Background: an optimization exercise with open tools, aiming at small area and a short achievable clock period. Do not read the settings as production practice.
The RTL was checked by simulation tests, not by an equivalence proof against the original design.

`flow/flow/run.sh`:
```
#!/bin/bash
# The standard layout (the standard.sh, all steps), with two changes in
# how it is made, not in what it is held to:
# - the ports are buffered with a plain buffer instead of ORFS's default
#   pick, a delay cell (every port still gets its own buffer);
# - ORFS's timing repair aims for 69.9 ns of setup slack at the design's
#   90 ns clock, so that it speeds up the paths that set the achieved period.
set -euo pipefail
export BUFFER_PORTS_ARGS="-buffer_cell sky130_fd_sc_hd__buf_2"
export SETUP_SLACK_MARGIN=69.9
bash standard.sh > standard.log 2>&1
```
`flow/standard.sh`:
```
#!/bin/bash
# synth_recipe.tcl (not shown) runs the flow's synth.tcl, then flattens the netlist and writes it again
# the make line also repeats each setting of config.mk as NAME=value (left out here)
make -C /OpenROAD-flow-scripts/flow DESIGN_CONFIG=/design/flow/config.mk WORK_HOME=/design/flow/orfs CLKGATE_MAP_FILE= SYNTH_SCRIPT=/design/flow/synth_recipe.tcl "${@:-finish}"
```
`flow/config.mk`:
```
export PLATFORM = sky130hd
export DESIGN_NAME = top_fsm
export DESIGN_NICKNAME = top_fsm
export VERILOG_FILES = /design/flow/design.v
export SDC_FILE = /design/flow/constraint.sdc
export NUM_CORES = 4
export LEC_CHECK = 0
export ABC_AREA = 1
export CAP_MARGIN = 20
export CORE_MARGIN = 2
export CORE_UTILIZATION = 65
export SLEW_MARGIN = 20
```
`flow/constraint.sdc`:
```
create_clock -name core_clock -period 90.0 [get_ports {clk}]
set_input_delay 18.0000 -clock core_clock [delete_from_list [all_inputs] [get_ports {clk}]]
set_output_delay 18.0000 -clock core_clock [all_outputs]
set_load 0.01 [all_outputs]
```
`flow/design.v`:
```
module display_comb(
	input wire [3:0] digit,
	output reg [7:0] segCode
);
always @(*) begin
	case (digit)
		4'h0: segCode = 8'b11000000;
		4'h1: segCode = 8'b11111001;
		4'h2: segCode = 8'b10100100;
		4'h3: segCode = 8'b10110000;
		4'h4: segCode = 8'b10011001;
		4'h5: segCode = 8'b10010010;
		4'h6: segCode = 8'b10000010;
		4'h7: segCode = 8'b11111000;
		4'h8: segCode = 8'b10000000;
		4'h9: segCode = 8'b10010000;
		default: segCode = 8'b11111111;
	endcase
end
endmodule
module scoreConverter(
	input wire [13:0] score,
	output wire [3:0] ones,
	output wire [3:0] tens,
	output wire [3:0] hundreds,
	output wire [3:0] thousands
);
function [3:0] add3;
	input [3:0] d;
	case (d)
		4'd5: add3 = 4'd8;
		4'd6: add3 = 4'd9;
		4'd7: add3 = 4'd10;
		4'd8: add3 = 4'd11;
		4'd9: add3 = 4'd12;
		4'd10: add3 = 4'd13;
		4'd11: add3 = 4'd14;
		4'd12: add3 = 4'd15;
		4'd13: add3 = 4'd0;
		4'd14: add3 = 4'd1;
		4'd15: add3 = 4'd2;
		default: add3 = d;
	endcase
endfunction
reg [17:0] bcd;
integer i;
always @(*) begin
	bcd = 18'd0;
	for (i = 13; i >= 0; i = i - 1) begin
		bcd[3:0] = add3(bcd[3:0]);
		bcd[7:4] = add3(bcd[7:4]);
		bcd[11:8] = add3(bcd[11:8]);
		bcd[15:12] = add3(bcd[15:12]);
		bcd = {bcd[16:0], score[i]};
	end
end
assign ones = bcd[3:0];
assign tens = bcd[7:4];
assign hundreds = bcd[11:8];
reg [3:0] th10;
always @(*) begin
	case (bcd[15:12])
		4'd0: th10 = 4'd10;
		4'd1: th10 = 4'd11;
		4'd2: th10 = 4'd12;
		4'd3: th10 = 4'd13;
		4'd4: th10 = 4'd14;
		4'd5: th10 = 4'd15;
		4'd6: th10 = 4'd0;
		4'd7: th10 = 4'd1;
		4'd8: th10 = 4'd2;
		default: th10 = 4'd3;
	endcase
end
assign thousands = bcd[16] ? th10 : bcd[15:12];
endmodule
module vga640x480(
	input wire clk,
	input wire reset,
	output wire [3:0] pcol,
	output wire [3:0] prow,
	input wire pMouse,
	input wire pCat,
	input wire pGoal,
	input wire GameOver,
	output reg hsync,
	output reg vsync,
	output wire [2:0] red,
	output wire [2:0] green,
	output wire [1:0] blue
);
reg [4:0] hcol;
reg [5:0] hsub;
reg [3:0] vrow;
reg [5:0] vsub;
function [15:0] map_row;
	input [3:0] r;
	case (r)
		4'd0:  map_row = 16'b1111111111111111;
		4'd1:  map_row = 16'b1000000110000011;
		4'd2:  map_row = 16'b1100110000110001;
		4'd3:  map_row = 16'b1001100000011101;
		4'd4:  map_row = 16'b1000001011000001;
		4'd5:  map_row = 16'b1010100000010101;
		4'd6:  map_row = 16'b1000101001010001;
		4'd7:  map_row = 16'b1010100000010101;
		4'd8:  map_row = 16'b1000001101000001;
		4'd9:  map_row = 16'b1011100000011101;
		4'd10: map_row = 16'b1000100000110001;
		4'd11: map_row = 16'b1100000110000011;
		default: map_row = 16'b1111111111111111;
	endcase
endfunction
function [5:0] inc6;
	input [5:0] a;
	inc6 = a ^ {&a[4:0], &a[3:0], &a[2:0], &a[1:0], a[0], 1'b1};
endfunction
wire hsub_end = (hsub == 6'd39);
wire line_end = (hcol == 5'd16) & (hsub == 6'd15);    
wire vsub_end = (vsub == 6'd39);
wire frame_end = (vrow == 4'd13);                       
wire [5:0] nhsub = hsub_end ? 6'd0 : inc6(hsub);
wire [4:0] nhcol = ~hsub_end ? hcol : (hcol == 5'd19) ? 5'd0 : hcol ^ {&hcol[3:0], &hcol[2:0], &hcol[1:0], hcol[0], 1'b1};
wire [5:0] nvsub = ~line_end ? vsub : (frame_end | vsub_end) ? 6'd0 : inc6(vsub);
wire [3:0] nvrow = ~line_end ? vrow : frame_end ? 4'd0 : vsub_end ? vrow ^ {&vrow[2:0], &vrow[1:0], vrow[0], 1'b1} : vrow;
wire nhsync = ~(((nhcol == 5'd16) & (nhsub[5] | nhsub[4])) | (nhcol == 5'd17) |
                ((nhcol == 5'd18) & ~nhsub[5]));
wire nvsync = ~((nvrow == 4'd0) & (nvsub[5:1] == 5'd0));
wire nvsub_ge31 = nvsub[5] | (&nvsub[4:0]);
wire nvact = ~((nvrow == 4'd0) & ~nvsub_ge31) & ~((nvrow == 4'd12) & nvsub_ge31) & (nvrow != 4'd13);
wire nhact = ~nhcol[4];
wire [3:0] ncol = nhcol[3:0];
assign pcol = ncol;
assign prow = nvrow;
wire [15:0] nmrow = map_row(nvrow);
wire nwallpix = nmrow[ncol];
reg r, g, b;
always @(*) begin
	r = 1'b0;
	g = 1'b0;
	b = 1'b0;
	if (nvact & nhact) begin
		if (pMouse) begin
			g = 1'b1;
		end else if (pCat) begin
			r = 1'b1;
		end else if (pGoal) begin
			r = 1'b1;
			g = 1'b1;
		end else if (!nwallpix) begin
			r = 1'b1;
			g = ~GameOver;
			b = ~GameOver;
		end else begin
			b = 1'b1;
		end
	end
end
reg red1, green1, blue1;
always @(posedge clk or posedge reset) begin
	if (reset) begin
		hcol <= 5'd16;
		hsub <= 6'd16;
		vrow <= 4'd0;
		vsub <= 6'd0;
		hsync <= 1'b0;
		vsync <= 1'b0;
		red1 <= 1'b0;
		green1 <= 1'b0;
		blue1 <= 1'b0;
	end else begin
		hcol <= nhcol;
		hsub <= nhsub;
		vrow <= nvrow;
		vsub <= nvsub;
		hsync <= nhsync;
		vsync <= nvsync;
		red1 <= r;
		green1 <= g;
		blue1 <= b;
	end
end
assign red = {3{red1}};
assign green = {3{green1}};
assign blue = {2{blue1}};
endmodule
module step_slots(
	input wire clk,
	input wire reset,
	input wire [5:0] cc,
	output wire mslot,
	output wire cslot,
	output reg [3:0] r15,
	output reg [3:0] r12,
	output wire rwall
);
reg [6:0] b2;
reg [1:0] d3_0;
reg [1:0] d3_1;
reg [1:0] d3_2;
reg [1:0] d3_3;
reg [2:0] d5_0;
reg [2:0] d5_1;
reg [2:0] d5_2;
reg [2:0] d7_0;
reg [2:0] d7_1;
reg [3:0] d11_0;
reg [3:0] d11_1;
reg [3:0] q13;
wire q13_fb = ~(q13[3] ^ q13[2]) ^ (q13 == 4'd2);
reg [4:0] q17;
wire q17_fb = ~(q17[4] ^ q17[0]) ^ (q17 == 5'd7);
reg [4:0] q19;
wire q19_fb = ~(q19[4] ^ q19[1]) ^ (q19 == 5'd9);
reg [4:0] q23;
wire q23_fb = ~(q23[4] ^ q23[2]) ^ (q23 == 5'd12);
reg [4:0] q29;
wire q29_fb = ~(q29[4] ^ q29[2]) ^ (q29 == 5'd5);
reg [4:0] q31;
wire q31_fb = ~(q31[4] ^ q31[2]);
reg [5:0] q37;
wire q37_fb = ~(q37[5] ^ q37[4]) ^ (q37 == 6'd16);
reg [5:0] q41;
wire q41_fb = ~(q41[5] ^ q41[4]) ^ (q41 == 6'd58);
reg [5:0] q43;
wire q43_fb = ~(q43[5] ^ q43[0]) ^ (q43 == 6'd29);
reg [5:0] q47;
wire q47_fb = ~(q47[5] ^ q47[4]) ^ (q47 == 6'd6);
reg [5:0] q53;
wire q53_fb = ~(q53[5] ^ q53[0]) ^ (q53 == 6'd23);
reg [5:0] q59;
wire q59_fb = ~(q59[5] ^ q59[0]) ^ (q59 == 6'd36);
reg [5:0] q61;
wire q61_fb = ~(q61[5] ^ q61[0]) ^ (q61 == 6'd10);
reg [6:0] q67;
wire q67_fb = ~(q67[6] ^ q67[5]) ^ (q67 == 7'd123);
reg [6:0] q71;
wire q71_fb = ~(q71[6] ^ q71[4]) ^ (q71 == 7'd71);
reg [6:0] q73;
wire q73_fb = ~(q73[6] ^ q73[1]) ^ (q73 == 7'd23);
reg [6:0] q79;
wire q79_fb = ~(q79[6] ^ q79[3]) ^ (q79 == 7'd58);
reg [6:0] q83;
wire q83_fb = ~(q83[6] ^ q83[3]) ^ (q83 == 7'd38);
reg [6:0] q89;
wire q89_fb = ~(q89[6] ^ q89[5]) ^ (q89 == 7'd89);
reg [6:0] q97;
wire q97_fb = ~(q97[6] ^ q97[3]) ^ (q97 == 7'd126);
reg [6:0] q101;
wire q101_fb = ~(q101[6] ^ q101[2]) ^ (q101 == 7'd96);
reg [6:0] q103;
wire q103_fb = ~(q103[6] ^ q103[0]) ^ (q103 == 7'd59);
reg [6:0] q107;
wire q107_fb = ~(q107[6] ^ q107[0]) ^ (q107 == 7'd99);
reg [6:0] q109;
wire q109_fb = ~(q109[6] ^ q109[2]) ^ (q109 == 7'd105);
reg [6:0] q113;
wire q113_fb = ~(q113[6] ^ q113[0]) ^ (q113 == 7'd60);
reg [6:0] q127;
wire q127_fb = ~(q127[6] ^ q127[2]);
function [1:0] next3;
	input [1:0] d;
	case (d)
		2'd0: next3 = 2'd1;
		2'd1: next3 = 2'd2;
		2'd2: next3 = 2'd0;
		default: next3 = 2'd0;
	endcase
endfunction
function [2:0] next5;
	input [2:0] d;
	case (d)
		3'd0: next5 = 3'd1;
		3'd1: next5 = 3'd2;
		3'd2: next5 = 3'd3;
		3'd3: next5 = 3'd4;
		3'd4: next5 = 3'd0;
		default: next5 = 3'd0;
	endcase
endfunction
function [2:0] next7;
	input [2:0] d;
	case (d)
		3'd0: next7 = 3'd1;
		3'd1: next7 = 3'd2;
		3'd2: next7 = 3'd3;
		3'd3: next7 = 3'd4;
		3'd4: next7 = 3'd5;
		3'd5: next7 = 3'd6;
		3'd6: next7 = 3'd0;
		default: next7 = 3'd0;
	endcase
endfunction
function [3:0] next11;
	input [3:0] d;
	case (d)
		4'd0: next11 = 4'd1;
		4'd1: next11 = 4'd2;
		4'd2: next11 = 4'd3;
		4'd3: next11 = 4'd4;
		4'd4: next11 = 4'd5;
		4'd5: next11 = 4'd6;
		4'd6: next11 = 4'd7;
		4'd7: next11 = 4'd8;
		4'd8: next11 = 4'd9;
		4'd9: next11 = 4'd10;
		4'd10: next11 = 4'd0;
		default: next11 = 4'd0;
	endcase
endfunction
wire wrap = (b2 == 7'd127) & (d3_0 == 2'd1) & (d3_1 == 2'd2) & (d3_2 == 2'd1) & (d3_3 == 2'd0) & (d5_0 == 3'd1) & (d5_1 == 3'd3) & (d5_2 == 3'd3) & (d7_0 == 3'd0) & (d7_1 == 3'd4) & (d11_0 == 4'd7) & (d11_1 == 4'd10) & (q13 == 4'd1);
always @(posedge clk or posedge reset) begin
	if (reset) begin
		b2 <= 7'd0;
		d3_0 <= 2'd0;
		d3_1 <= 2'd0;
		d3_2 <= 2'd0;
		d3_3 <= 2'd0;
		d5_0 <= 3'd0;
		d5_1 <= 3'd0;
		d5_2 <= 3'd0;
		d7_0 <= 3'd0;
		d7_1 <= 3'd0;
		d11_0 <= 4'd0;
		d11_1 <= 4'd0;
		q13 <= 4'd2;
		q17 <= 5'd0;
		q19 <= 5'd9;
		q23 <= 5'd12;
		q29 <= 5'd5;
		q31 <= 5'd0;
		q37 <= 6'd16;
		q41 <= 6'd58;
		q43 <= 6'd8;
		q47 <= 6'd22;
		q53 <= 6'd23;
		q59 <= 6'd36;
		q61 <= 6'd33;
		q67 <= 7'd0;
		q71 <= 7'd71;
		q73 <= 7'd23;
		q79 <= 7'd58;
		q83 <= 7'd38;
		q89 <= 7'd0;
		q97 <= 7'd0;
		q101 <= 7'd49;
		q103 <= 7'd59;
		q107 <= 7'd99;
		q109 <= 7'd105;
		q113 <= 7'd60;
		q127 <= 7'd16;
	end else begin
		b2 <= b2 ^ {&b2[5:0], &b2[4:0], &b2[3:0], &b2[2:0], &b2[1:0], b2[0], 1'b1};
		d3_0 <= next3(d3_0) ^ ({2{wrap}} & 2'd2);
		d3_1 <= (((d3_0 == 2'd2)) ? next3(d3_1) : d3_1) ^ ({2{wrap}} & 2'd2);
		d3_2 <= (((d3_0 == 2'd2) & (d3_1 == 2'd2)) ? next3(d3_2) : d3_2) ^ ({2{wrap}} & 2'd1);
		d3_3 <= (((d3_0 == 2'd2) & (d3_1 == 2'd2) & (d3_2 == 2'd2)) ? next3(d3_3) : d3_3);
		d5_0 <= next5(d5_0) ^ ({3{wrap}} & 3'd2);
		d5_1 <= (((d5_0 == 3'd4)) ? next5(d5_1) : d5_1) ^ ({3{wrap}} & 3'd3);
		d5_2 <= (((d5_0 == 3'd4) & (d5_1 == 3'd4)) ? next5(d5_2) : d5_2) ^ ({3{wrap}} & 3'd3);
		d7_0 <= next7(d7_0) ^ ({3{wrap}} & 3'd1);
		d7_1 <= (((d7_0 == 3'd6)) ? next7(d7_1) : d7_1) ^ ({3{wrap}} & 3'd4);
		d11_0 <= next11(d11_0) ^ ({4{wrap}} & 4'd8);
		d11_1 <= (((d11_0 == 4'd10)) ? next11(d11_1) : d11_1) ^ ({4{wrap}} & 4'd10);
		q13 <= {q13[2:0], q13_fb} ^ ({4{wrap}} & 4'd1);
		q17 <= {q17[3:0], q17_fb} ^ ({5{wrap}} & 5'd2);
		q19 <= {q19[3:0], q19_fb} ^ ({5{wrap}} & 5'd28);
		q23 <= {q23[3:0], q23_fb} ^ ({5{wrap}} & 5'd21);
		q29 <= {q29[3:0], q29_fb} ^ ({5{wrap}} & 5'd10);
		q31 <= {q31[3:0], q31_fb} ^ ({5{wrap}} & 5'd4);
		q37 <= {q37[4:0], q37_fb} ^ ({6{wrap}} & 6'd38);
		q41 <= {q41[4:0], q41_fb} ^ ({6{wrap}} & 6'd21);
		q43 <= {q43[4:0], q43_fb} ^ ({6{wrap}} & 6'd2);
		q47 <= {q47[4:0], q47_fb} ^ ({6{wrap}} & 6'd8);
		q53 <= {q53[4:0], q53_fb} ^ ({6{wrap}} & 6'd1);
		q59 <= {q59[4:0], q59_fb} ^ ({6{wrap}} & 6'd20);
		q61 <= {q61[4:0], q61_fb} ^ ({6{wrap}} & 6'd2);
		q67 <= {q67[5:0], q67_fb} ^ ({7{wrap}} & 7'd64);
		q71 <= {q71[5:0], q71_fb} ^ ({7{wrap}} & 7'd10);
		q73 <= {q73[5:0], q73_fb} ^ ({7{wrap}} & 7'd36);
		q79 <= {q79[5:0], q79_fb} ^ ({7{wrap}} & 7'd3);
		q83 <= {q83[5:0], q83_fb} ^ ({7{wrap}} & 7'd68);
		q89 <= {q89[5:0], q89_fb} ^ ({7{wrap}} & 7'd1);
		q97 <= {q97[5:0], q97_fb} ^ ({7{wrap}} & 7'd80);
		q101 <= {q101[5:0], q101_fb} ^ ({7{wrap}} & 7'd8);
		q103 <= {q103[5:0], q103_fb} ^ ({7{wrap}} & 7'd8);
		q107 <= {q107[5:0], q107_fb} ^ ({7{wrap}} & 7'd5);
		q109 <= {q109[5:0], q109_fb} ^ ({7{wrap}} & 7'd20);
		q113 <= {q113[5:0], q113_fb} ^ ({7{wrap}} & 7'd8);
		q127 <= {q127[5:0], q127_fb} ^ ({7{wrap}} & 7'd4);
	end
end
reg ms, cs;
always @(*) begin
	case (cc)
		6'd0: begin ms = ((d5_0 == 3'd0)) & (q13 == 4'd2); cs = ((d5_0 == 3'd0)) & (q13 == 4'd2); end
		6'd1: begin ms = (b2[0:0] == 1'd0) & ((d3_0 == 2'd0)) & ((d11_0 == 4'd0)); cs = (b2[5:0] == 6'd0); end
		6'd2: begin ms = (q67 == 7'd0); cs = ((d3_0 == 2'd0) & (d3_1 == 2'd0)) & ((d7_0 == 3'd0)); end
		6'd3: begin ms = (b2[1:0] == 2'd0) & (q17 == 5'd0); cs = (b2[0:0] == 1'd0) & (q31 == 5'd0); end
		6'd4: begin ms = ((d3_0 == 2'd0)) & (q23 == 5'd12); cs = (q61 == 6'd33); end
		6'd5: begin ms = (b2[0:0] == 1'd0) & ((d5_0 == 3'd0)) & ((d7_0 == 3'd0)); cs = (b2[1:0] == 2'd0) & ((d3_0 == 2'd0)) & ((d5_0 == 3'd0)); end
		6'd6: begin ms = (q71 == 7'd71); cs = (q59 == 6'd36); end
		6'd7: begin ms = (b2[2:0] == 3'd0) & ((d3_0 == 2'd0) & (d3_1 == 2'd0)); cs = (b2[0:0] == 1'd0) & (q29 == 5'd5); end
		6'd8: begin ms = (q73 == 7'd23); cs = ((d3_0 == 2'd0)) & (q19 == 5'd9); end
		6'd9: begin ms = (b2[0:0] == 1'd0) & (q37 == 6'd16); cs = (b2[2:0] == 3'd0) & ((d7_0 == 3'd0)); end
		6'd10: begin ms = ((d3_0 == 2'd0)) & ((d5_0 == 3'd0) & (d5_1 == 3'd0)); cs = ((d5_0 == 3'd0)) & ((d11_0 == 4'd0)); end
		6'd11: begin ms = (b2[1:0] == 2'd0) & (q19 == 5'd9); cs = (b2[0:0] == 1'd0) & ((d3_0 == 2'd0) & (d3_1 == 2'd0) & (d3_2 == 2'd0)); end
		6'd12: begin ms = ((d7_0 == 3'd0)) & ((d11_0 == 4'd0)); cs = (q53 == 6'd23); end
		6'd13: begin ms = (b2[0:0] == 1'd0) & ((d3_0 == 2'd0)) & (q13 == 4'd2); cs = (b2[1:0] == 2'd0) & (q13 == 4'd2); end
		6'd14: begin ms = (q79 == 7'd58); cs = ((d3_0 == 2'd0)) & (q17 == 5'd0); end
		6'd15: begin ms = (b2[3:0] == 4'd0) & ((d5_0 == 3'd0)); cs = (b2[0:0] == 1'd0) & ((d5_0 == 3'd0) & (d5_1 == 3'd0)); end
		6'd16: begin ms = ((d3_0 == 2'd0) & (d3_1 == 2'd0) & (d3_2 == 2'd0) & (d3_3 == 2'd0)); cs = ((d7_0 == 3'd0) & (d7_1 == 3'd0)); end
		6'd17: begin ms = (b2[0:0] == 1'd0) & (q41 == 6'd58); cs = (b2[3:0] == 4'd0) & ((d3_0 == 2'd0)); end
		6'd18: begin ms = (q83 == 7'd38); cs = (q47 == 6'd22); end
		6'd19: begin ms = (b2[1:0] == 2'd0) & ((d3_0 == 2'd0)) & ((d7_0 == 3'd0)); cs = (b2[0:0] == 1'd0) & (q23 == 5'd12); end
		6'd20: begin ms = ((d5_0 == 3'd0)) & (q17 == 5'd0); cs = ((d3_0 == 2'd0) & (d3_1 == 2'd0)) & ((d5_0 == 3'd0)); end
		6'd21: begin ms = (b2[0:0] == 1'd0) & (q43 == 6'd8); cs = (b2[1:0] == 2'd0) & ((d11_0 == 4'd0)); end
		6'd22: begin ms = ((d3_0 == 2'd0)) & (q29 == 5'd5); cs = (q43 == 6'd8); end
		6'd23: begin ms = (b2[2:0] == 3'd0) & ((d11_0 == 4'd0)); cs = (b2[0:0] == 1'd0) & ((d3_0 == 2'd0)) & ((d7_0 == 3'd0)); end
		6'd24: begin ms = (q89 == 7'd0); cs = (q41 == 6'd58); end
		6'd25: begin ms = (b2[0:0] == 1'd0) & ((d3_0 == 2'd0) & (d3_1 == 2'd0)) & ((d5_0 == 3'd0)); cs = (b2[2:0] == 3'd0) & ((d5_0 == 3'd0)); end
		6'd26: begin ms = ((d7_0 == 3'd0)) & (q13 == 4'd2); cs = ((d3_0 == 2'd0)) & (q13 == 4'd2); end
		6'd27: begin ms = (b2[1:0] == 2'd0) & (q23 == 5'd12); cs = (b2[0:0] == 1'd0) & (q19 == 5'd9); end
		6'd28: begin ms = ((d3_0 == 2'd0)) & (q31 == 5'd0); cs = (q37 == 6'd16); end
		6'd29: begin ms = (b2[0:0] == 1'd0) & (q47 == 6'd22); cs = (b2[1:0] == 2'd0) & ((d3_0 == 2'd0) & (d3_1 == 2'd0)); end
		6'd30: begin ms = ((d5_0 == 3'd0)) & (q19 == 5'd9); cs = ((d5_0 == 3'd0)) & ((d7_0 == 3'd0)); end
		6'd31: begin ms = (b2[4:0] == 5'd0) & ((d3_0 == 2'd0)); cs = (b2[0:0] == 1'd0) & (q17 == 5'd0); end
		6'd32: begin ms = (q97 == 7'd0); cs = ((d3_0 == 2'd0)) & ((d11_0 == 4'd0)); end
		6'd33: begin ms = (b2[0:0] == 1'd0) & ((d7_0 == 3'd0) & (d7_1 == 3'd0)); cs = (b2[4:0] == 5'd0); end
		6'd34: begin ms = ((d3_0 == 2'd0) & (d3_1 == 2'd0)) & ((d11_0 == 4'd0)); cs = (q31 == 5'd0); end
		6'd35: begin ms = (b2[1:0] == 2'd0) & ((d5_0 == 3'd0) & (d5_1 == 3'd0)); cs = (b2[0:0] == 1'd0) & ((d3_0 == 2'd0)) & ((d5_0 == 3'd0)); end
		6'd36: begin ms = (q101 == 7'd49); cs = (q29 == 5'd5); end
		6'd37: begin ms = (b2[0:0] == 1'd0) & ((d3_0 == 2'd0)) & (q17 == 5'd0); cs = (b2[1:0] == 2'd0) & ((d7_0 == 3'd0)); end
		6'd38: begin ms = (q103 == 7'd59); cs = ((d3_0 == 2'd0) & (d3_1 == 2'd0) & (d3_2 == 2'd0)); end
		6'd39: begin ms = (b2[2:0] == 3'd0) & (q13 == 4'd2); cs = (b2[0:0] == 1'd0) & (q13 == 4'd2); end
		6'd40: begin ms = ((d3_0 == 2'd0)) & ((d5_0 == 3'd0)) & ((d7_0 == 3'd0)); cs = ((d5_0 == 3'd0) & (d5_1 == 3'd0)); end
		6'd41: begin ms = (b2[0:0] == 1'd0) & (q53 == 6'd23); cs = (b2[2:0] == 3'd0) & ((d3_0 == 2'd0)); end
		6'd42: begin ms = (q107 == 7'd99); cs = (q23 == 5'd12); end
		6'd43: begin ms = (b2[1:0] == 2'd0) & ((d3_0 == 2'd0) & (d3_1 == 2'd0) & (d3_2 == 2'd0)); cs = (b2[0:0] == 1'd0) & ((d11_0 == 4'd0)); end
		6'd44: begin ms = (q109 == 7'd105); cs = ((d3_0 == 2'd0)) & ((d7_0 == 3'd0)); end
		6'd45: begin ms = (b2[0:0] == 1'd0) & ((d5_0 == 3'd0)) & ((d11_0 == 4'd0)); cs = (b2[1:0] == 2'd0) & ((d5_0 == 3'd0)); end
		6'd46: begin ms = ((d3_0 == 2'd0)) & (q37 == 6'd16); cs = (q19 == 5'd9); end
		6'd47: begin ms = (b2[3:0] == 4'd0) & ((d7_0 == 3'd0)); cs = (b2[0:0] == 1'd0) & ((d3_0 == 2'd0) & (d3_1 == 2'd0)); end
		6'd48: begin ms = (q113 == 7'd60); cs = (q17 == 5'd0); end
		6'd49: begin ms = (b2[0:0] == 1'd0) & ((d3_0 == 2'd0)) & (q19 == 5'd9); cs = (b2[3:0] == 4'd0); end
		6'd50: begin ms = ((d5_0 == 3'd0)) & (q23 == 5'd12); cs = ((d3_0 == 2'd0)) & ((d5_0 == 3'd0)); end
		6'd51: begin ms = (b2[1:0] == 2'd0) & (q29 == 5'd5); cs = (b2[0:0] == 1'd0) & ((d7_0 == 3'd0)); end
		6'd52: begin ms = ((d3_0 == 2'd0) & (d3_1 == 2'd0)) & (q13 == 4'd2); cs = (q13 == 4'd2); end
		6'd53: begin ms = (b2[0:0] == 1'd0) & (q59 == 6'd36); cs = (b2[1:0] == 2'd0) & ((d3_0 == 2'd0)); end
		6'd54: begin ms = ((d7_0 == 3'd0)) & (q17 == 5'd0); cs = ((d11_0 == 4'd0)); end
		6'd55: begin ms = (b2[2:0] == 3'd0) & ((d3_0 == 2'd0)) & ((d5_0 == 3'd0)); cs = (b2[0:0] == 1'd0) & ((d5_0 == 3'd0)); end
		6'd56: begin ms = ((d11_0 == 4'd0) & (d11_1 == 4'd0)); cs = ((d3_0 == 2'd0) & (d3_1 == 2'd0)); end
		6'd57: begin ms = (b2[0:0] == 1'd0) & (q61 == 6'd33); cs = (b2[2:0] == 3'd0); end
		6'd58: begin ms = ((d3_0 == 2'd0)) & (q41 == 6'd58); cs = ((d7_0 == 3'd0)); end
		6'd59: begin ms = (b2[1:0] == 2'd0) & (q31 == 5'd0); cs = (b2[0:0] == 1'd0) & ((d3_0 == 2'd0)); end
		6'd60: begin ms = ((d5_0 == 3'd0) & (d5_1 == 3'd0) & (d5_2 == 3'd0)); cs = ((d5_0 == 3'd0)); end
		6'd61: begin ms = (b2[0:0] == 1'd0) & ((d3_0 == 2'd0) & (d3_1 == 2'd0)) & ((d7_0 == 3'd0)); cs = (b2[1:0] == 2'd0); end
		6'd62: begin ms = (q127 == 7'd16); cs = ((d3_0 == 2'd0)); end
		6'd63: begin ms = (b2[6:0] == 7'd0); cs = (b2[0:0] == 1'd0); end
		default: begin ms = 1'b0; cs = 1'b0; end
	endcase
end
assign mslot = ms;
assign cslot = cs;
always @(*) begin
	case ({d3_0, d5_0})
		{2'd0, 3'd0}: r15 = 4'd0;
		{2'd0, 3'd1}: r15 = 4'd6;
		{2'd0, 3'd2}: r15 = 4'd12;
		{2'd0, 3'd3}: r15 = 4'd3;
		{2'd0, 3'd4}: r15 = 4'd9;
		{2'd1, 3'd0}: r15 = 4'd10;
		{2'd1, 3'd1}: r15 = 4'd1;
		{2'd1, 3'd2}: r15 = 4'd7;
		{2'd1, 3'd3}: r15 = 4'd13;
		{2'd1, 3'd4}: r15 = 4'd4;
		{2'd2, 3'd0}: r15 = 4'd5;
		{2'd2, 3'd1}: r15 = 4'd11;
		{2'd2, 3'd2}: r15 = 4'd2;
		{2'd2, 3'd3}: r15 = 4'd8;
		{2'd2, 3'd4}: r15 = 4'd14;
		default: r15 = 4'd0;
	endcase
	case ({d3_0, b2[1:0]})
		{2'd0, 2'd0}: r12 = 4'd0;
		{2'd0, 2'd1}: r12 = 4'd9;
		{2'd0, 2'd2}: r12 = 4'd6;
		{2'd0, 2'd3}: r12 = 4'd3;
		{2'd1, 2'd0}: r12 = 4'd4;
		{2'd1, 2'd1}: r12 = 4'd1;
		{2'd1, 2'd2}: r12 = 4'd10;
		{2'd1, 2'd3}: r12 = 4'd7;
		{2'd2, 2'd0}: r12 = 4'd8;
		{2'd2, 2'd1}: r12 = 4'd5;
		{2'd2, 2'd2}: r12 = 4'd2;
		{2'd2, 2'd3}: r12 = 4'd11;
		default: r12 = 4'd0;
	endcase
end
wallr rwalls(.d3(d3_0), .d5(d5_0), .b4(b2[1:0]), .w(rwall));
endmodule
module walls4(
	input wire [3:0] x,
	input wire [3:0] y,
	output wire wU,
	output wire wR,
	output wire wD,
	output wire wL
);
assign wU = ~((x[0] & ~x[1] & ~x[3] & y[2]) | (~x[0] & x[3] & y[0] & y[2]) | (~x[0] & x[1] & x[3] & ~y[0]) | (x[0] & ~x[3] & ~y[1] & y[3]) | (~x[1] & x[3] & y[0] & y[1] & ~y[2]) | (x[1] & ~x[3] & y[0] & y[1] & ~y[2]) | (x[0] & ~x[3] & y[1] & y[2]) | (~x[0] & x[1] & x[3] & y[3]) | (~x[1] & ~x[2] & y[1] & y[3]) | (~x[0] & x[2] & ~y[0] & y[1] & ~y[3]) | (~x[1] & ~x[2] & ~y[0] & y[2]) | (x[1] & x[2] & y[1] & y[3]) | (x[1] & ~x[2] & ~y[0] & ~y[2] & ~y[3]) | (x[0] & x[3] & ~y[0] & ~y[2] & ~y[3]) | (~x[2] & ~x[3] & y[0] & y[1]) | (~x[2] & ~x[3] & y[0] & y[2]) | (x[0] & x[2] & ~y[0] & ~y[1] & ~y[3]) | (~x[0] & x[2] & x[3] & ~y[1] & y[3]));
assign wR = ~((~x[0] & ~x[1] & ~y[2]) | (x[0] & x[2] & ~x[3] & y[0]) | (x[0] & x[3] & ~y[1]) | (~x[0] & ~x[3] & ~y[0]) | (~x[1] & ~x[2] & x[3] & y[0]) | (~x[1] & ~x[2] & ~x[3] & ~y[0]) | (~x[2] & y[0] & y[1] & y[3]) | (x[1] & ~x[2] & ~y[0] & ~y[1]) | (x[1] & x[2] & ~x[3] & y[1] & ~y[3]) | (~x[2] & ~y[1] & ~y[2] & ~y[3]) | (~x[1] & x[2] & x[3] & ~y[0] & y[2]) | (x[0] & x[3] & ~y[0] & y[3]) | (~x[0] & ~x[3] & y[2]) | (x[0] & x[1] & x[2] & y[1]) | (~x[0] & ~x[3] & ~y[1] & y[3]) | (x[0] & x[2] & y[0] & ~y[3]));
assign wD = (y[0] & y[1] & y[3]) | (x[0] & x[3] & y[2]) | (~x[0] & ~x[3] & y[2]) | (x[1] & x[3] & ~y[1] & ~y[2] & ~y[3]) | (~x[1] & x[2] & ~x[3] & y[0] & ~y[1] & ~y[2]) | (x[0] & x[3] & ~y[0] & ~y[1]) | (~x[0] & ~x[3] & ~y[0] & ~y[1]) | (x[1] & ~x[2] & ~y[0] & ~y[2] & ~y[3]) | (x[1] & ~x[3] & y[0] & y[1] & ~y[2]) | (~x[1] & ~x[3] & y[1] & y[3]) | (x[0] & x[1] & x[2] & y[1] & y[3]) | (~x[0] & ~x[1] & x[2] & ~y[1] & y[3]) | (x[1] & x[2] & x[3] & y[1] & y[3]) | (~x[0] & ~x[1] & ~x[2] & y[1] & y[3]) | (x[0] & ~x[2] & x[3] & y[0] & y[1]) | (x[1] & ~x[2] & ~x[3] & ~y[1] & y[3]) | (~x[1] & ~x[2] & x[3] & y[0] & y[1] & y[2]) | (~x[0] & x[2] & x[3] & ~y[0] & ~y[2] & ~y[3]);
assign wL = ~((x[1] & ~x[2] & ~x[3] & ~y[0]) | (~x[0] & ~x[2] & x[3] & y[0]) | (x[1] & x[2] & ~x[3] & y[0]) | (x[0] & x[3] & ~y[0]) | (~x[1] & x[2] & ~y[0] & ~y[1]) | (x[2] & ~y[1] & ~y[2] & ~y[3]) | (x[0] & x[1] & ~x[2] & ~y[2]) | (x[2] & y[0] & y[1] & y[3]) | (x[1] & x[2] & x[3] & ~y[0]) | (~x[1] & ~x[2] & x[3] & y[1] & ~y[3]) | (x[0] & x[1] & y[1] & ~y[2]) | (x[1] & x[3] & y[1] & ~y[2]) | (x[0] & x[3] & y[2]) | (~x[1] & x[3] & ~y[1] & y[3]) | (~x[0] & ~x[1] & ~x[2] & y[3]));
endmodule
module wallr(
	input wire [1:0] d3,
	input wire [2:0] d5,
	input wire [1:0] b4,
	output wire w
);
assign w = (~d3[0] & ~d3[1] & ~d5[1] & ~b4[0]) | (~d3[1] & ~d5[0] & d5[1] & ~b4[1]) | (d5[0] & d5[1] & b4[0] & b4[1]) | (d3[1] & ~d5[1] & ~b4[0] & b4[1]) | (~d3[0] & ~d3[1] & ~d5[0] & ~d5[2] & b4[0]) | (d3[0] & d5[2] & b4[1]) | (~d3[0] & ~d3[1] & d5[1] & ~b4[1]) | (d3[1] & d5[2] & b4[1]) | (~d5[0] & d5[1] & b4[0] & ~b4[1]) | (d3[0] & d5[0] & ~d5[1] & b4[0] & ~b4[1]) | (d3[1] & d5[0] & d5[1] & ~b4[0] & ~b4[1]) | (d3[1] & d5[0] & ~d5[1] & b4[0] & ~b4[1]);
endmodule
module Location(
	input wire rightBtn,
	input wire leftBtn,
	input wire upBtn,
	input wire downBtn,
	input wire crightBtn,
	input wire cleftBtn,
	input wire cupBtn,
	input wire cdownBtn,
	input wire clock,
	input wire reset,
	output wire [3:0] CatX,
	output wire [3:0] CatY,
	output wire [3:0] MouseX,
	output wire [3:0] MouseY,
	output wire [3:0] GoalX,
	output wire [3:0] GoalY,
	output wire [13:0] Score,
	output wire GameOver,
	input wire [3:0] pcol,
	input wire [3:0] prow,
	output wire pMouse,
	output wire pCat,
	output wire pGoal,
	output wire nGameOver
);
reg [3:0] mx, my, cx, cy, gx, gy;
reg [13:0] sc;
reg go;
reg [5:0] cc;
wire mslot, cslot;
wire [3:0] r15, r12;
wire rwall;
step_slots steps(
	.clk(clock),
	.reset(reset),
	.cc(cc),
	.mslot(mslot),
	.cslot(cslot),
	.r15(r15),
	.r12(r12),
	.rwall(rwall)
);
function [3:0] inc4;
	input [3:0] a;
	inc4 = a ^ {&a[2:0], &a[1:0], a[0], 1'b1};
endfunction
function [3:0] dec4;
	input [3:0] a;
	dec4 = a ^ {~|a[2:0], ~|a[1:0], ~a[0], 1'b1};
endfunction
function [13:0] add14;
	input [13:0] a;
	input [13:0] b;
	integer i;
	reg c;
	begin
		c = 1'b0;
		for (i = 0; i < 14; i = i + 1) begin
			add14[i] = a[i] ^ b[i] ^ c;
			c = (a[i] & b[i]) | (c & (a[i] ^ b[i]));
		end
	end
endfunction
function [13:0] dec14;
	input [13:0] a;
	integer i;
	reg b;
	begin
		b = 1'b1;
		for (i = 0; i < 14; i = i + 1) begin
			dec14[i] = a[i] ^ b;
			b = b & ~a[i];
		end
	end
endfunction
function [13:0] bonus;
	input [3:0] x;
	input [3:0] y;
	bonus = add14(add14(14'd50, {10'd0, x}), {10'd0, y});
endfunction
wire mact = mslot & ~go;
wire [3:0] myU = dec4(my), myD = inc4(my), mxR = inc4(mx), mxL = dec4(mx);
wire mwU, mwR, mwD, mwL;
walls4 mwalls(.x(mx), .y(my), .wU(mwU), .wR(mwR), .wD(mwD), .wL(mwL));
wire mokU = ~mwU, mokR = ~mwR, mokD = ~mwD, mokL = ~mwL;
wire mbtn = upBtn | rightBtn | downBtn | leftBtn;
wire mgoU = mact & upBtn & mokU;
wire mgoR = mact & ~upBtn & rightBtn & mokR;
wire mgoD = mact & ~upBtn & ~rightBtn & downBtn & mokD;
wire mgoL = mact & ~upBtn & ~rightBtn & ~downBtn & leftBtn & mokL;
wire mstx = ~(mgoR | mgoL);
wire msty = ~(mgoU | mgoD);
wire [3:0] mxn = mgoR ? mxR : (mgoL ? mxL : mx);
wire [3:0] myn = mgoU ? myU : (mgoD ? myD : my);
wire cact = cslot & ~go;
wire [3:0] cyU = dec4(cy), cyD = inc4(cy), cxR = inc4(cx), cxL = dec4(cx);
wire cwU, cwR, cwD, cwL;
walls4 cwalls(.x(cx), .y(cy), .wU(cwU), .wR(cwR), .wD(cwD), .wL(cwL));
wire cokU = ~cwU, cokR = ~cwR, cokD = ~cwD, cokL = ~cwL;
wire cgoU = cact & cupBtn & cokU;
wire cgoR = cact & ~cupBtn & crightBtn & cokR;
wire cgoD = cact & ~cupBtn & ~crightBtn & cdownBtn & cokD;
wire cgoL = cact & ~cupBtn & ~crightBtn & ~cdownBtn & cleftBtn & cokL;
wire cstx = ~(cgoR | cgoL);
wire csty = ~(cgoU | cgoD);
wire [3:0] cxn = cgoR ? cxR : (cgoL ? cxL : cx);
wire [3:0] cyn = cgoU ? cyU : (cgoD ? cyD : cy);
function [4:0] diff;
	input [3:0] a;
	input [3:0] b;
	integer i;
	reg c;
	begin
		c = 1'b1;
		for (i = 0; i < 4; i = i + 1) begin
			diff[i] = a[i] ^ ~b[i] ^ c;
			c = (a[i] & ~b[i]) | (c & (a[i] ^ ~b[i]));
		end
		diff[4] = ~c;
	end
endfunction
wire [4:0] dmcx = diff(mx, cx), dmcy = diff(my, cy);
wire eqx = (((mstx & cstx) | (mgoR & cgoR) | (mgoL & cgoL)) & (dmcx == 5'd0)) |
           (((mstx & cgoR) | (mgoL & cstx)) & (dmcx == 5'd1)) |
           (((mstx & cgoL) | (mgoR & cstx)) & (dmcx == 5'd31)) |
           (mgoL & cgoR & (dmcx == 5'd2)) | (mgoR & cgoL & (dmcx == 5'd30));
wire eqy = (((msty & csty) | (mgoD & cgoD) | (mgoU & cgoU)) & (dmcy == 5'd0)) |
           (((msty & cgoD) | (mgoU & csty)) & (dmcy == 5'd1)) |
           (((msty & cgoU) | (mgoD & csty)) & (dmcy == 5'd31)) |
           (mgoU & cgoD & (dmcy == 5'd2)) | (mgoD & cgoU & (dmcy == 5'd30));
wire caught = cact & eqx & eqy;
wire [4:0] dcgx = diff(cx, gx), dcgy = diff(cy, gy);
wire cg0x = (dcgx == 5'd0), cgpx = (dcgx == 5'd1), cgmx = (dcgx == 5'd31);
wire cg0y = (dcgy == 5'd0), cgpy = (dcgy == 5'd1), cgmy = (dcgy == 5'd31);
wire nearx = (cstx & (cg0x | cgpx | cgmx)) | (cgoR & (cg0x | cgmx | (dcgx == 5'd30))) |
             (cgoL & (cg0x | cgpx | (dcgx == 5'd2)));
wire neary = (csty & (cg0y | cgpy | cgmy)) | (cgoD & (cg0y | cgmy | (dcgy == 5'd30))) |
             (cgoU & (cg0y | cgpy | (dcgy == 5'd2)));
wire near = nearx & neary;
wire [4:0] dmgx = diff(mx, gx), dmgy = diff(my, gy), dmrx = diff(mx, r15), dmry = diff(my, r12);
wire eatgx = (mstx & (dmgx == 5'd0)) | (mgoR & (dmgx == 5'd31)) | (mgoL & (dmgx == 5'd1));
wire eatgy = (msty & (dmgy == 5'd0)) | (mgoD & (dmgy == 5'd31)) | (mgoU & (dmgy == 5'd1));
wire eatrx = (mstx & (dmrx == 5'd0)) | (mgoR & (dmrx == 5'd31)) | (mgoL & (dmrx == 5'd1));
wire eatry = (msty & (dmry == 5'd0)) | (mgoD & (dmry == 5'd31)) | (mgoU & (dmry == 5'd1));
wire eatg = eatgx & eatgy, eatr = eatrx & eatry;
wire eat = near ? eatr : eatg;
wire dec = mact & (|sc) & (mbtn | (sc == 14'd1));
wire [13:0] scm1 = dec14(sc);
wire [13:0] addg = add14(sc, bonus(gx, gy));
wire [13:0] addr = add14(sc, bonus(r15, r12));
wire [13:0] addg1 = dec14(addg);
wire [13:0] addr1 = dec14(addr);
wire [13:0] scd = dec ? scm1 : sc;
wire [13:0] sc2 = near ? (eatr ? (dec ? addr1 : addr) : scd) : (eatg ? (dec ? addg1 : addg) : scd);
reg gw;
wire gwall = gw;
wire gmove = near | eatg | gwall;
always @(posedge clock or posedge reset) begin
	if (reset) begin
		mx <= 4'd5;
		my <= 4'd3;
		cx <= 4'd9;
		cy <= 4'd11;
		gx <= 4'd14;
		gy <= 4'd10;
		sc <= 14'd0;
		go <= 1'b0;
		gw <= 1'b0;
		cc <= 6'd0;
	end else begin
		mx <= mxn;
		my <= myn;
		cx <= cxn;
		cy <= cyn;
		if (gmove) begin
			gx <= r15;
			gw <= rwall;
			gy <= r12;
		end
		sc <= sc2;
		go <= go | caught;
		if (eat) cc <= cc ^ {&cc[4:0], &cc[3:0], &cc[2:0], &cc[1:0], cc[0], 1'b1};
	end
end
assign CatX = cx;
assign CatY = cy;
assign MouseX = mx;
assign MouseY = my;
assign GoalX = gx;
assign GoalY = gy;
assign Score = sc;
assign GameOver = go;
wire [4:0] dpmx = diff(pcol, mx), dpmy = diff(prow, my), dpcx = diff(pcol, cx), dpcy = diff(prow, cy);
assign pMouse = ((mstx & (dpmx == 5'd0)) | (mgoR & (dpmx == 5'd1)) | (mgoL & (dpmx == 5'd31))) &
                ((msty & (dpmy == 5'd0)) | (mgoD & (dpmy == 5'd1)) | (mgoU & (dpmy == 5'd31)));
assign pCat = ((cstx & (dpcx == 5'd0)) | (cgoR & (dpcx == 5'd1)) | (cgoL & (dpcx == 5'd31))) &
              ((csty & (dpcy == 5'd0)) | (cgoD & (dpcy == 5'd1)) | (cgoU & (dpcy == 5'd31)));
assign pGoal = gmove ? ((pcol == r15) & (prow == r12)) : ((pcol == gx) & (prow == gy));
assign nGameOver = go | caught;
endmodule
module top_fsm(
	input clk,
	input reset,
	input rightBtn,
	input leftBtn,
	input upBtn,
	input downBtn,
	input crightBtn,
	input cleftBtn,
	input cupBtn,
	input cdownBtn,
	output reg [7:0] segCode,
	output wire [3:0] an,
	output wire [2:0] red,
	output wire [2:0] green,
	output wire [1:0] blue,
	output wire hsync,
	output wire vsync,
	output wire [3:0] catX,
	output wire [3:0] catY,
	output wire [3:0] mouseX,
	output wire [3:0] mouseY,
	output wire [3:0] goalX,
	output wire [3:0] goalY,
	output wire [13:0] score,
	output wire gameOver
);
wire [3:0] pcol, prow;
wire pMouse, pCat, pGoal, nGameOver;
Location locate(
	.rightBtn(rightBtn),
	.leftBtn(leftBtn),
	.upBtn(upBtn),
	.downBtn(downBtn),
	.crightBtn(crightBtn),
	.cleftBtn(cleftBtn),
	.cupBtn(cupBtn),
	.cdownBtn(cdownBtn),
	.clock(clk),
	.reset(reset),
	.CatX(catX),
	.CatY(catY),
	.MouseX(mouseX),
	.MouseY(mouseY),
	.GoalX(goalX),
	.GoalY(goalY),
	.Score(score),
	.GameOver(gameOver),
	.pcol(pcol),
	.prow(prow),
	.pMouse(pMouse),
	.pCat(pCat),
	.pGoal(pGoal),
	.nGameOver(nGameOver)
);
wire [3:0] ones, tens, hundreds, thousands;
scoreConverter converter(
	.score(score),
	.ones(ones),
	.tens(tens),
	.hundreds(hundreds),
	.thousands(thousands)
);
vga640x480 drawScreen(
	.clk(clk),
	.reset(reset),
	.pcol(pcol),
	.prow(prow),
	.pMouse(pMouse),
	.pCat(pCat),
	.pGoal(pGoal),
	.GameOver(nGameOver),
	.hsync(hsync),
	.vsync(vsync),
	.red(red),
	.green(green),
	.blue(blue)
);
reg [1:0] count;
always @(posedge clk or posedge reset) begin
	if (reset)
		count <= 2'b00;
	else
		count <= {count[1] ^ count[0], ~count[0]};
end
reg [3:0] digit;
always @(*) begin
	case (count)
		2'd0: digit = ones;
		2'd1: digit = tens;
		2'd2: digit = hundreds;
		default: digit = thousands;
	endcase
end
wire [7:0] seg;
display_comb decode(
	.digit(digit),
	.segCode(seg)
);
reg [1:0] shown;
always @(posedge clk) begin
	segCode <= seg;
	shown <= count;
end
assign an = (shown == 2'd0) ? 4'b1110 :
            (shown == 2'd1) ? 4'b1101 :
            (shown == 2'd2) ? 4'b1011 : 4'b0111;
endmodule
```
==> impl_metrics.env, run 1 <==
export IMPL_wl_per_cell_um=19.14
export IMPL_min_path_cells=0
export IMPL_grt_pass1_vias=18791
export IMPL_min_from="locate.steps.q47[1]$_DFF_PP1_"
export IMPL_r2r_start="locate.steps.d5_0[0]$_DFF_PP0_"
export IMPL_layout_commonest_cell="nand2_1"
export IMPL_arrival_ns=20.39
export IMPL_synth_edf_count=0
export IMPL_slew_headroom_pct=23.83
export IMPL_hold_slack_ns=0.3633
export IMPL_yosysSeqAreaShare_pct=35.18
export IMPL_criticalPathCategory="input port to register"
export IMPL_synth_seq_cells=283
export IMPL_mostFrequentLayoutCells="nand2_1, inv_1, nor2_1"
export IMPL_place_ws_ns=68.59
export IMPL_clockBufferDepth=3
export IMPL_placed_area_um2=21000
export IMPL_post_route_drc_count=0
export IMPL_worstPathCellList="buf_2 -> nand2_1 -> nor4_1 -> o221ai_1 -> a21oi_1 -> nand2_1 -> inv_1 -> nor2_1 -> nand2_1 -> nand3_1 -> nand2_2 -> clkinvlp_4 -> nor2_4 -> inv_2 -> nand2_8 -> nand2_1 -> xor2_1"
export IMPL_via_per_inst=6.165
export IMPL_groute_usage_overall_pct=35.79
export IMPL_worst_setup_path_start_kind="input port"
export IMPL_critPathMaxStageDelay_ns=0.25
export IMPL_gp_congestion=1.034
export IMPL_finalInstanceArea_um2=22210
export IMPL_clock_skew_ns=0.02221
export IMPL_nets=2858
export IMPL_die_w_um=180.6
export IMPL_worst_pin_slew_ns=1.132
export IMPL_setup_viol=0
export IMPL_clock_root_buffer="clkbuf_16"
export IMPL_largest_reg_flops=14
export IMPL_min_period_ns=19.93
export IMPL_cp_max_fo=18
export IMPL_post_synth_cell_area_avg_um2=7.852
export IMPL_grt_overflow_total=0
export IMPL_ys_async_sr_fraction_pct=96.82
export IMPL_cpMaxStageDelayCell="nor4_1"
export IMPL_worstReg2RegEnd="locate.sc[13]$_DFF_PP0_"
export IMPL_cts_tree="done"
export IMPL_hpwlAfterDp_um=42910
export IMPL_ys_flop_type="dfrtp_1"
export IMPL_ios=71
export IMPL_syn_num_nets=2779
export IMPL_n_antenna_cell=0
export IMPL_r2r_slack_ns=82.80
export IMPL_fin_setup_tns_ns=0
export IMPL_outcome="finished clean"
export IMPL_ant_nets=0
export IMPL_finish_utilization_pct=72.41
export IMPL_synth_warning_count=6
export IMPL_dieArea_um2=32620
export IMPL_numCtsBuffers=31
export IMPL_synth_area_um2=20270
export IMPL_drv_cap=0
export IMPL_vias=19001
export IMPL_regMostFlops="locate.sc"
export IMPL_ff2ff_path_depth=26
export IMPL_hold_path_class="register to register"
export IMPL_coreArea_um2=30670
export IMPL_syn_inst=2582
export IMPL_path_delay_family="simple AND/OR/NAND/NOR gates"
export IMPL_required_ns=90.46
export IMPL_critPathLaunch="cdownBtn"
export IMPL_hold_buffers=0
export IMPL_clock_latency_ns=0.58
export IMPL_rows=64
export IMPL_ys_types=76
export IMPL_antenna_found_initial=0
export IMPL_fin_cells=3082
export IMPL_clkSinkCount=283
export IMPL_fill_cells=2261
export IMPL_first_iter_violations=1715
export IMPL_cp_end_kind="register"
export IMPL_finalCritPeriodShare_pct=22.14
export IMPL_hold_viol=0
export IMPL_min_to="locate.steps.q47[2]$_DFF_PP1_"
export IMPL_cp_num_buf_inv=4
export IMPL_grt_pass1_wl_um=95140
export IMPL_fmax_ghz=0.05019
export IMPL_grt_max_degree=192
export IMPL_drv_slew=0
export IMPL_worst_slack_ns=70.07
export IMPL_dr_pass1_iters=7
export IMPL_area_growth_pct=9.541
export IMPL_clk_pin_slew_worst_paths_ns=0.06
export IMPL_wirelength_um=59000
export IMPL_cts_htree_levels=1
export IMPL_port_buffers=69
export IMPL_dp_cells=3007
export IMPL_initial_core_util_pct=66.11
export IMPL_cpMostUsedCell="nand2_1"
export IMPL_die_h_um=180.6
export IMPL_rsz0062_at_grt="false"
export IMPL_drive_gt1_share_pct=13.18
==> synthesized netlist by cell type, drive strengths merged, types with 7 or more instances <==
master   number  area, µm²
nand2       509       2008
inv         400       1501
nor2        266       1016
nand3       204       1096
dfrtp       198       4955
o21ai       149      772.0
ha          131       1639
xor2         86      753.2
dfstp        76       1997
nand4        71      456.7
a21oi        59      310.3
fa           56       1121
nor3         45      225.2
nor4         42      262.8
clkbuf       39      146.4
o211ai       35      267.8
o22ai        20      125.1
a31oi        18      112.6
buf          17      111.4
o2111ai      16      140.1
a211oi       11      82.58
clkinv       11      42.54
xnor2        11      96.34
a221oi       10      87.58
a21boi        9      75.07
dfxtp         9      180.2
nor3b         7      52.55
o221ai        7      61.31
==> area by class of cell <==
class	count	area, µm²	share of cell area (%)
repair buffers	102	626.9	2.823
inverters	411	1551	6.986
clock inverters	19	183.9	0.8282
flip-flops and latches	283	7132	32.11
well taps	396	495.5	2.231
multi-input cells	1832	11390	51.30
clock buffers	39	825.8	3.718
==> timing repair <==
item | CTS | global route
pin swaps | 1 | 2
cloned | 0 | 0
endpoints found under the setup margin | 18 | 22
buffers inserted | 0 | 16
gates resized for setup | 5 | 8
==> worst max path at each step <==
stage,end,slack (ns),cells after the start
2_1_floorplan,count[0]$_DFF_PP0_,68.44,1
3_5_place_dp,locate.cc[5]$_DFFE_PP0P_,68.59,17
3_3_place_gp,locate.cc[5]$_DFFE_PP0P_,68.70,17
5_1_grt,locate.cc[3]$_DFFE_PP0P_,69.86,17
4_1_cts,locate.cc[5]$_DFFE_PP0P_,69.91,17
6_report,locate.cc[5]$_DFFE_PP0P_,70.07,17
==> worst reg2reg max path, cell delays in order (launching register included) <==
cell and delay [ns]:
dfrtp_1 0.45, inv_1 0.12, ha_1 0.27, nand2_1 0.15, inv_1 0.12, o31ai_1 0.27, o22ai_1 0.24, ha_1 0.29
fa_1 0.50, fa_1 0.42, fa_1 0.40, fa_1 0.40, fa_1 0.39, fa_1 0.43, fa_1 0.40, fa_1 0.49
inv_1 0.06, ha_1 0.19, ha_1 0.20, ha_1 0.20, ha_1 0.20, ha_1 0.21, ha_1 0.20, nand2_1 0.08
xor2_1 0.18, nor2_1 0.08, o211ai_1 0.18
==> cell families (layout without fill, tap and decap cells) <==
group	Yosys count	after routing	synth area share (%)
compound gates	382	382	12.08
xor+xnor	97	97	4.190
fa+ha+maj	187	187	13.61
buf+inv	467	571	8.887
flops	283	283	35.18
mux	2	2	0.1049
other cells	1	1	0.01850
simple gates	1163	1163	25.93
==> routing by layer <==
metal | track usage, % | share of wire (%) | up-vias
met5 | 0 | 0 | -
met4 | 12.52 | 3.6 | 0
met3 | 6.710 | 9.3 | 201
met2 | 57.77 | 46 | 1001
met1 | 48.63 | 41 | 9018
li1 | - | - | 8781
==> inputs of run 2 (changes only) <==
==> flow/flow/run.sh (replaced) <==
#!/bin/bash
# The standard layout (standard.sh), with these changes in how it is
# made, not in what it is held to:
# - synthesis maps the logic with flow/abc_area.script, an area-oriented ABC
#   script (registers are mapped before ABC, so they are as in the standard
#   synthesis); the rest of the flow uses ORFS's own scripts unchanged;
# - the ports are buffered with a plain buffer instead of ORFS's default
#   pick, a delay cell (every port still gets its own buffer);
# - ORFS's timing repair aims for 69.9 ns of setup slack at the design's
#   90 ns clock, so that it speeds up the paths that set the achieved period.
set -euo pipefail
export BUFFER_PORTS_ARGS="-buffer_cell sky130_fd_sc_hd__buf_2"
export SETUP_SLACK_MARGIN=69.9
rm -rf synth_scripts
cp -r "$FLOW_HOME/scripts" synth_scripts
cp flow/abc_area.script synth_scripts/abc_area.script
SCRIPTS_DIR="$PWD/synth_scripts" bash standard.sh synth > synth.log 2>&1
bash standard.sh > standard.log 2>&1
==> flow/flow/abc_area.script (new file) <==
strash
dc2
strash
dch -f
amap
mfs2 -W 4 -M 5000
strash
dch -f
amap
topo
stime -c
--- a/flow/config.mk
+++ b/flow/config.mk
@@ -8,5 +8,7 @@
 export ABC_AREA = 1
 export CAP_MARGIN = 20
 export CORE_MARGIN = 2
-export CORE_UTILIZATION = 65
+export CORE_UTILIZATION = 72
+export CTS_CLUSTER_DIAMETER = 80
+export CTS_CLUSTER_SIZE = 25
 export SLEW_MARGIN = 20
==> run 2 against run 1 <==
  * Critical path type unchanged
  * Routed wire length increased by 0.61%
  * Maximum frequency down 0.96%
  * Via count fell by 0.21%
  * Sequential cell count is the same
  * Still clean on timing, DRC and antenna
  * Non-clock buffer count grew 6
  * Hold slack better by 0.0030 ns
  * Final cell count decreased by 13%
  * Critical path depth down 4
  * Largest cell class unchanged
==> impl_metrics.env, run 2 <==
export IMPL_first_iter_violations=2655
export IMPL_arrival_ns=20.57
export IMPL_dr_pass1_iters=18
export IMPL_synth_seq_cells=283
export IMPL_regMostFlops="locate.sc"
export IMPL_die_w_um=165.0
export IMPL_cp_num_buf_inv=4
export IMPL_synth_top_area_share_pct=26.54
export IMPL_ant_nets=0
export IMPL_dieArea_um2=27240
export IMPL_antenna_found_initial=1
export IMPL_cts_htree_levels=1
export IMPL_synth_edf_count=0
export IMPL_drv_slew=0
export IMPL_placed_area_um2=19580
export IMPL_setup_viol=0
export IMPL_grt_max_degree=198
export IMPL_rows=58
export IMPL_fmax_ghz=0.04970
export IMPL_groute_usage_overall_pct=42.44
export IMPL_worst_pin_slew_ns=1.226
export IMPL_gp_congestion=1.075
export IMPL_clock_root_buffer="clkbuf_16"
export IMPL_critPathLaunch="cupBtn"
export IMPL_ios=71
export IMPL_r2r_start="locate.sc[13]$_DFF_PP0_"
export IMPL_ys_async_sr_fraction_pct=96.82
export IMPL_n_antenna_cell=0
export IMPL_cts_tree="done"
export IMPL_largest_reg_flops=14
export IMPL_wirelength_um=59350
export IMPL_finalInstanceArea_um2=20540
export IMPL_rsz0062_at_grt="false"
export IMPL_cpMaxStageDelayCell="or4_4"
export IMPL_fin_setup_tns_ns=0
export IMPL_hpwlAfterDp_um=40290
export IMPL_cp_end_kind="register"
export IMPL_synth_area_leaders="dfrtp_1, dfstp_2, ha_1"
export IMPL_syn_num_nets=2416
export IMPL_place_ws_ns=68.80
export IMPL_post_synth_cell_area_avg_um2=8.414
export IMPL_vias=18962
export IMPL_slew_headroom_pct=17.51
export IMPL_post_route_drc_count=0
export IMPL_die_h_um=165.0
export IMPL_initial_core_util_pct=73.72
export IMPL_syn_inst=2219
export IMPL_min_from="locate.steps.q73[0]$_DFF_PP1_"
export IMPL_worstPathCellList="buf_2 -> or3_4 -> or4_4 -> nand2_4 -> o22ai_2 -> o32ai_2 -> buf_4 -> inv_8 -> nor2_4 -> clkinv_4 -> a221oi_1 -> a21oi_1 -> o21ai_0"
export IMPL_ys_types=65
export IMPL_clockBufferDepth=3
export IMPL_drive_gt1_share_pct=11.03
export IMPL_coreArea_um2=25330
export IMPL_fin_cells=2679
export IMPL_mostFrequentLayoutCells="nor2_1, clkinv_1, dfrtp_1"
export IMPL_numCtsBuffers=17
export IMPL_synth_warning_count=6
export IMPL_synth_area_um2=18670
export IMPL_layout_commonest_cell="nor2_1"
export IMPL_drv_cap=0
export IMPL_critPathMaxStageDelay_ns=0.48
export IMPL_grt_pass1_wl_um=90810
export IMPL_worst_slack_ns=69.88
export IMPL_outcome="finished clean"
export IMPL_min_period_ns=20.12
export IMPL_via_per_inst=7.078
export IMPL_hold_buffers=0
export IMPL_hold_viol=0
export IMPL_hold_path_class="register to register"
export IMPL_yosysSeqAreaShare_pct=38.20
export IMPL_cp_max_fo=13
export IMPL_grt_pass1_vias=18228
export IMPL_clock_skew_ns=0.01891
export IMPL_grt_overflow_total=0
export IMPL_wl_per_cell_um=22.16
export IMPL_clkSinkCount=283
export IMPL_yosysMostFrequentCell="nor2_1"
export IMPL_port_buffers=69
export IMPL_required_ns=90.45
export IMPL_area_growth_pct=10.02
export IMPL_path_delay_family="simple AND/OR/NAND/NOR gates"
export IMPL_criticalPathCategory="input port to register"
export IMPL_dp_cells=2620
export IMPL_worst_setup_path_start_kind="input port"
export IMPL_clk_pin_slew_worst_paths_ns=0.10
export IMPL_clock_latency_ns=0.54
export IMPL_nets=2535
export IMPL_synth_common_cells="nor2_1, clkinv_1, dfrtp_1, nand2_1, o21ai_0"
export IMPL_yosys_area_top_type="dfrtp_1"
export IMPL_finalCritPeriodShare_pct=22.35
export IMPL_ys_flop_type="dfrtp_1"
-- run 2: changes by cell type after synthesis, moves of 43 or more --
cell      previous run  this run
a21oi_1             55       121
clkinv_1            10       319
inv_1              364         0
nand2_1            476       177
nand3_1            189        58
nand4_1             69        26
nor2_1             261       365
nor3_1              45        91
o22ai_1             20        74
xor2_1              86         1
-- run 2: worst register-to-register path, delay by kind of cell, from the launching register on --
kind                   cells  cell delay [ns]
AO/OA/AOI/OAI             18             5.63
flip-flops                 1             0.46
AND/OR/NAND/NOR           15             2.36
buffers and inverters      9             1.50
-- run 2: worst paths after layout --
check,end,slack (ns),cells after the start
hold reg to reg,locate.steps.q73[1]$_DFF_PP1_,0.37,0
max in group asynchronous,locate.steps.q113[1]$_DFF_PP0_,71.29,3
hold / removal,locate.steps.q73[1]$_DFF_PP1_,0.37,0
setup / recovery,locate.sc[11]$_DFF_PP0_,69.88,13
min in group asynchronous,locate.steps.q43[2]$_DFF_PP0_,17.43,2
setup reg to reg,segCode[5]$_DFF_P_,79.91,42
-- run 2: cell type report --
cell class | instances | area, µm²
clock buffers | 24 | 451.7
well taps | 330 | 412.9
inverters | 319 | 1251
flip-flops and latches | 283 | 7132
fillers | 1559 | 4785
multi-input cells | 1609 | 10530
repair buffers | 108 | 661.9
clock inverters | 6 | 106.4
-- run 2: stage by stage --
step                      hold WS (ns)  utilization [%]
after detailed placement        0.3570            77.30
after global routing            0.3720            81.11
final                           0.3663            81.11
after floorplan                 0.3470                -
after global placement          0.3526            77.30
after CTS                       0.3714            80.16
-- run 2: logic make-up after synthesis --
group                    count (synthesis)  synth area share [%]
AO/OA/AOI/OAI                          569                 19.67
XOR/XNOR                                 1               0.04692
adder cells (fa/ha/maj)                187                 14.78
buffers and inverters                  328                 6.775
flip-flops                             283                 38.20
other                                    1               0.02008
AND/OR/NAND/NOR                        850                 20.51
-- run 2: routing by layer --
layer  routed length [µm]  GRT usage, %  share of wire (%)  vias to the layer above
met4                 4670         25.49                7.9                        0
met3                 6104         7.383                 10                      506
met1                20790         51.83                 35                     8853
met5                    0             0                  0                        -
met2                27790         70.72                 47                     1450
li1                     -             -                  -                     8153
-- run 2: what timing repair did --
item / CTS / global route
buffers inserted: 12 / 15
endpoints found under the setup margin: 22 / 21
gates resized for setup: 16 / 27
pin swaps: 6 / 8
gates cloned: 1 / 0

[what the ideal ports hide]
No port has a modelled driver above. Below, the same layouts with a new extraction and two added sets of constraints. Step 1 (the two cells are an assumption about what drives the block):
set clk [get_ports {clk}]
set_driving_cell -lib_cell sky130_fd_sc_hd__clkbuf_16 $clk
set_driving_cell -lib_cell sky130_fd_sc_hd__buf_2 [delete_from_list [all_inputs] $clk]
Step 2, shift: input delay + t, output delay - t, t = (earliest + latest rising clock arrival at the registers) / 2. This alone moves slack from input paths to output paths. Three values: ideal ports, drivers, drivers and shift; two values: the first two.
| run | t (ns) | setup slack, ns | hold WS [ns] | worst register clock-pin slew, ns | worst slew at a driven data input, ns |
|---|---|---|---|---|---|
| run 1 | 0.626 | 70.074 / 70.112 / 69.486 | 0.363 / 0.363 / 0.363 | 0.07 / 0.07 | 0.03 |
| run 2 | 0.579 | 69.881 / 69.914 / 69.335 | 0.366 / 0.366 / 0.366 | 0.10 / 0.10 | 0.07 |
After both steps setup and hold are still met in every run listed. The setup slack of run 1, which loses most, moves by +0.038 ns with the drivers and by -0.588 ns with both steps.
